This is an optimization exercise on Yosys and OpenROAD, whose aim is small area and a short achievable clock period, not a production implementation.
In this exercise RTL edits were held to simulation tests only and were not proved equivalent to the original.

==> module ack_nak_lat_timer, before the edit <==
module ack_nak_lat_timer (
    input  wire clk,
    input  wire rst,
    input  wire lat_timer_start,
    input  wire nak_scheduled,
    output reg  ack_nak_time_out
);
    localparam [1:0] IDLE = 2'd0, RUN = 2'd1, HALT = 2'd2;
    localparam [8:0] L300 = 9'h1A7;
    reg [1:0] st, st_n;
    reg [8:0] timer, timer_n;
    reg       to_r;
    wire [8:0] timer_inc = {timer[7:0], ~(timer[8] ^ timer[4])};
    always @(posedge clk or negedge rst) begin
        if (!rst) begin st <= IDLE; timer <= 9'd0; to_r <= 1'b0; end
        else begin st <= st_n; timer <= timer_n; to_r <= ack_nak_time_out; end
    end
    always @(*) begin
        ack_nak_time_out = to_r;
        timer_n = 9'd0;
        st_n = IDLE;
        case (st)
            IDLE: begin
                st_n    = lat_timer_start ? RUN : IDLE;
                timer_n = {8'd0, lat_timer_start};
            end
            RUN: begin
                if (timer == L300) begin
                    st_n = HALT; ack_nak_time_out = 1'b1; timer_n = timer;
                end else begin
                    timer_n = timer_inc;
                    if (nak_scheduled) st_n = HALT;
                    else begin st_n = RUN; ack_nak_time_out = 1'b0; end
                end
            end
            HALT: st_n = lat_timer_start ? RUN : IDLE;
            default: begin st_n = IDLE; ack_nak_time_out = 1'b0; timer_n = timer; end
        endcase
    end
endmodule
==> flow/config.mk <==
export PLATFORM = sky130hd
export DESIGN_NAME = DLL_RX_TOP
export DESIGN_NICKNAME = DLL_RX_TOP
export VERILOG_FILES = /design/flow/design.v
export SDC_FILE = /design/flow/constraint.sdc
export NUM_CORES = 4
export LEC_CHECK = 0
export CAP_MARGIN = 20
export CORE_MARGIN = 2
export CORE_UTILIZATION = 40
export CTS_BUF_LIST = sky130_fd_sc_hd__clkbuf_8
export CTS_CLUSTER_DIAMETER = 100
export CTS_CLUSTER_SIZE = 14
export SLEW_MARGIN = 20
export SYNTH_HIERARCHICAL = 1
==> flow/constraint.sdc <==
create_clock -name core_clock -period 40.0 [get_ports {clk}]
set_input_delay 8.0000 -clock core_clock [delete_from_list [all_inputs] [get_ports {clk}]]
set_output_delay 8.0000 -clock core_clock [all_outputs]
set_load 0.01 [all_outputs]
standard.sh (not shown) runs the stock make flow with config.mk's settings and CLKGATE_MAP_FILE= SYNTH_SCRIPT=/design/flow/synth_recipe.tcl, a recipe that flattens the netlist after the stock synthesis.
==> flow/flow/run.sh <==
#!/bin/bash
# The standard ORFS layout (standard.sh), with these changes:
#  - synthesis (hierarchical, SYNTH_HIERARCHICAL 1 in config.mk, then
#    flattened by synth_recipe.tcl) maps the largest LCRC XOR network
#    (lcrc_lo) with the standard ABC script, the DLLP check with a
#    delay-targeted one and the rest with an area-oriented one
#    (flow/synth.tcl, flow/abc_*.script);
#  - after synthesis, flow/netlist_edit.py splits each xor3/xnor3 cell into two
#    2-input cells and sets upsized combinational cells back to size 1 (same
#    netlist structure and registers; the layout's repair steps resize);
#  - ports are buffered with sky130_fd_sc_hd__buf_1 instead of the resizer's
#    default choice (a delay cell);
#  - repair_timing aims for 22 ns of setup slack, so it speeds up the
#    combinational DLLP check from the I_DLL ports to CRC_CHK_vld_dllp.
# ORFS writes each step's log under orfs/logs; make's output goes to
# synth.log and standard.log, the netlist edit's to netlist_edit.log.
set -eo pipefail
export FLOW_DIR=$PWD/flow
export FLOW_SYNTH_TCL=$PWD/synth_recipe.tcl
export ABC_SPEED_MODULES="lcrc_lo"
export ABC_DLLP_MODULES="CRC_CHK"
ARGS=(SYNTH_SCRIPT=$PWD/flow/synth.tcl BUFFER_PORTS_ARGS="-buffer_cell sky130_fd_sc_hd__buf_1" SETUP_SLACK_MARGIN=22)
RES=$PWD/orfs/results/$FLOW_PLATFORM/DLL_RX_TOP/base
bash standard.sh "${ARGS[@]}" synth > synth.log 2>&1
cp $RES/1_2_yosys.v $RES/1_2_yosys.orig.v
python3 flow/netlist_edit.py $RES/1_2_yosys.v \
  $FLOW_HOME/platforms/$FLOW_PLATFORM/lib/sky130_fd_sc_hd__tt_025C_1v80.lib > netlist_edit.log 2>&1
rm -f $RES/1_synth.odb $RES/1_synth.sdc
bash standard.sh "${ARGS[@]}" finish > standard.log 2>&1
Other scripts of this flow, unchanged in this note and not shown: flow/flow/abc_area.script, flow/flow/abc_dllp.script, flow/flow/netlist_edit.py, flow/flow/synth.tcl
Next try:
--- a/flow/design.v
+++ b/flow/design.v
@@ -19,11 +19,9 @@
     output reg  ack_nak_time_out
 );
     localparam [1:0] IDLE = 2'd0, RUN = 2'd1, HALT = 2'd2;
-    localparam [8:0] L300 = 9'h1A7;
     reg [1:0] st, st_n;
     reg [8:0] timer, timer_n;
     reg       to_r;
-    wire [8:0] timer_inc = {timer[7:0], ~(timer[8] ^ timer[4])};
     always @(posedge clk or negedge rst) begin
         if (!rst) begin st <= IDLE; timer <= 9'd0; to_r <= 1'b0; end
         else begin st <= st_n; timer <= timer_n; to_r <= ack_nak_time_out; end
@@ -38,10 +36,10 @@
                 timer_n = {8'd0, lat_timer_start};
             end
             RUN: begin
-                if (timer == L300) begin
+                if (timer == 9'd300) begin
                     st_n = HALT; ack_nak_time_out = 1'b1; timer_n = timer;
                 end else begin
-                    timer_n = timer_inc;
+                    timer_n = timer + 9'd1;
                     if (nak_scheduled) st_n = HALT;
                     else begin st_n = RUN; ack_nak_time_out = 1'b0; end
                 end
What happened: The new run completed without violations. Non-clock buffer count went down by 25. Fmax went up slightly. Cell area went down slightly. Global-route usage went down by 0.35 points. Count of clock-buffer cells in the layout went down by 1. Worst hold slack is about the same. Setup slack improves by 140 ps. Die area is about the same. First-iteration DRC count went down by about a fifth. Final cell count barely changes. Critical path depth stays the same. Routed wire length went down slightly.

* * *

## job 5676
RTL: one of the versions met above, not the one the previous note started from.
Size: about 3000 cells after synthesis, roughly 290 I/O pins, about 37000 sq um of cells after synthesis.
==> module ack_nak_lat_timer, before the edit <==
module ack_nak_lat_timer (
    input  wire clk,
    input  wire rst,
    input  wire lat_timer_start,
    input  wire nak_scheduled,
    output reg  ack_nak_time_out
);
    localparam [1:0] IDLE = 2'd0, RUN = 2'd1, HALT = 2'd2;
    reg [1:0] st, st_n;
    reg [8:0] timer, timer_n;
    reg       to_r;
    always @(posedge clk or negedge rst) begin
        if (!rst) begin st <= IDLE; timer <= 9'd0; to_r <= 1'b0; end
        else begin st <= st_n; timer <= timer_n; to_r <= ack_nak_time_out; end
    end
    always @(*) begin
        ack_nak_time_out = to_r;
        timer_n = 9'd0;
        st_n = IDLE;
        case (st)
            IDLE: begin
                st_n    = lat_timer_start ? RUN : IDLE;
                timer_n = {8'd0, lat_timer_start};
            end
            RUN: begin
                if (timer == 9'd300) begin
                    st_n = HALT; ack_nak_time_out = 1'b1; timer_n = timer;
                end else begin
                    timer_n = timer + 9'd1;
                    if (nak_scheduled) st_n = HALT;
                    else begin st_n = RUN; ack_nak_time_out = 1'b0; end
                end
            end
            HALT: st_n = lat_timer_start ? RUN : IDLE;
            default: begin st_n = IDLE; ack_nak_time_out = 1'b0; timer_n = timer; end
        endcase
    end
endmodule
export LEC_CHECK = 0
export CAP_MARGIN = 20
export CORE_MARGIN = 2
export CORE_UTILIZATION = 40
export CTS_BUF_LIST = sky130_fd_sc_hd__clkbuf_8
export CTS_CLUSTER_DIAMETER = 100
export CTS_CLUSTER_SIZE = 14
export SLEW_MARGIN = 20
export SYNTH_HIERARCHICAL = 1
create_clock -name core_clock -period 40.0 [get_ports {clk}]
==> flow/flow/run.sh <==
#!/bin/bash
# The standard ORFS layout (standard.sh), with these changes:
#  - synthesis (hierarchical, SYNTH_HIERARCHICAL 1 in config.mk, then
#    flattened by synth_recipe.tcl) maps the largest LCRC XOR network
#    (lcrc_lo) with the standard ABC script's restructuring but an
#    area-oriented last mapping, the DLLP check with a delay-targeted script
#    and the rest with an area-oriented one (flow/synth.tcl, flow/abc_*.script);
#  - after synthesis, flow/netlist_edit.py splits each xor3/xnor3 cell into two
#    2-input cells and sets upsized combinational cells back to size 1 (same
#    netlist structure and registers; the layout's repair steps resize);
#  - ports are buffered with sky130_fd_sc_hd__buf_1 instead of the resizer's
#    default choice (a delay cell);
#  - repair_timing aims for 22 ns of setup slack, so it speeds up the
#    combinational DLLP check from the I_DLL ports to CRC_CHK_vld_dllp.
# ORFS writes each step's log under orfs/logs; make's output goes to
# synth.log and standard.log, the netlist edit's to netlist_edit.log.
set -eo pipefail
export FLOW_DIR=$PWD/flow
export FLOW_SYNTH_TCL=$PWD/synth_recipe.tcl
export ABC_LO_MODULES="lcrc_lo"
export ABC_DLLP_MODULES="CRC_CHK"
ARGS=(SYNTH_SCRIPT=$PWD/flow/synth.tcl BUFFER_PORTS_ARGS="-buffer_cell sky130_fd_sc_hd__buf_1" SETUP_SLACK_MARGIN=22)
RES=$PWD/orfs/results/$FLOW_PLATFORM/DLL_RX_TOP/base
bash standard.sh "${ARGS[@]}" synth > synth.log 2>&1
cp $RES/1_2_yosys.v $RES/1_2_yosys.orig.v
python3 flow/netlist_edit.py $RES/1_2_yosys.v \
  $FLOW_HOME/platforms/$FLOW_PLATFORM/lib/sky130_fd_sc_hd__tt_025C_1v80.lib > netlist_edit.log 2>&1
rm -f $RES/1_synth.odb $RES/1_synth.sdc
bash standard.sh "${ARGS[@]}" finish > standard.log 2>&1
Other scripts of this flow, unchanged in this note and not shown: flow/flow/abc_area.script, flow/flow/abc_dllp.script, flow/flow/abc_lo.script, flow/flow/netlist_edit.py, flow/flow/synth.tcl
For job 1126, these inputs were changed with respect to job 5676:
diff --git a/flow/design.v b/flow/design.v
--- a/flow/design.v
+++ b/flow/design.v
@@ -19,9 +19,11 @@
     output reg  ack_nak_time_out
 );
     localparam [1:0] IDLE = 2'd0, RUN = 2'd1, HALT = 2'd2;
+    localparam [8:0] L300 = 9'h1A7;
     reg [1:0] st, st_n;
     reg [8:0] timer, timer_n;
     reg       to_r;
+    wire [8:0] timer_inc = {timer[7:0], ~(timer[8] ^ timer[4])};
     always @(posedge clk or negedge rst) begin
         if (!rst) begin st <= IDLE; timer <= 9'd0; to_r <= 1'b0; end
         else begin st <= st_n; timer <= timer_n; to_r <= ack_nak_time_out; end
@@ -36,10 +38,10 @@
                 timer_n = {8'd0, lat_timer_start};
             end
             RUN: begin
-                if (timer == 9'd300) begin
+                if (timer == L300) begin
                     st_n = HALT; ack_nak_time_out = 1'b1; timer_n = timer;
                 end else begin
-                    timer_n = timer + 9'd1;
+                    timer_n = timer_inc;
                     if (nak_scheduled) st_n = HALT;
                     else begin st_n = RUN; ack_nak_time_out = 1'b0; end
                 end
Notes after the runs:
Job 1126 gives less met1 layer usage reported by global route than job 5676 did. Relative max-transition margin for job 1126 is lower than for job 5676. Number of optimization iterations in the first detailed-route pass | job 1126 above job 5676. On clock period minus final worst setup slack: job 1126 sits below job 5676. Compared with job 5676, in job 1126 worst-case hold slack -8.0 ps, antenna diode count +2. Of job 1126 and job 5676, the run reporting the higher routed via count divided by cell count was job 5676. Against job 5676, job 1126 reports a half-perimeter wire length after placement that is lower. xor2_1 as the standard cell with the maximum stage delay on the critical path was reported by job 1126, and buf_4 by job 5676. Summary of job 1126 over job 5676: sequential share of layout area +0.73 points, total detailed-routing wirelength -about 3%. Against job 5676 as the reference, job 1126 delivers a higher total clock buffers created by CTS.

-- separate check: timing with driven ports --
How much do the figures lean on ideal ports? The routed layouts below were timed once more, with nothing changed but the port constraints.
Step 1 sets driving cells, clkbuf_16 on the clock port and buf_2 on the other inputs (assumed; they add their load-dependent delay and slew).
Step 2 moves the port delays by t, midway between the first and last clock arrival at a register: inputs arrive t later, outputs are due t later. That takes back most of the time a late clock gives input paths.
Slacks: ideal / step 1 / step 2; pairs: ideal / step 1.
| run | t (ns) | setup slack, ns | worst hold slack (ns) | latest minus earliest clock arrival (ns) | worst slew at a driven data input, ns |
|---|---|---|---|---|---|
| the first run of note 1 | 0.770 | 21.990 / 21.943 / 21.943 | 0.464 / 0.464 / 0.464 | 0.070 / 0.070 | 0.10 |
| the second run of note 1 | 0.786 | 22.131 / 22.106 / 22.106 | 0.466 / 0.466 / 0.466 | 0.076 / 0.076 | 0.11 |
| job 5676 | 0.780 | 22.044 / 22.018 / 22.018 | 0.469 / 0.469 / 0.469 | 0.046 / 0.046 | 0.10 |
| job 1126 | 0.787 | 22.061 / 22.017 / 22.017 | 0.461 / 0.461 / 0.461 | 0.043 / 0.044 | 0.09 |
After both steps setup and hold are still met in every run listed. The setup slack of the first run of note 1, which loses most, moves by -0.047 ns with the drivers and by -0.047 ns with both steps.
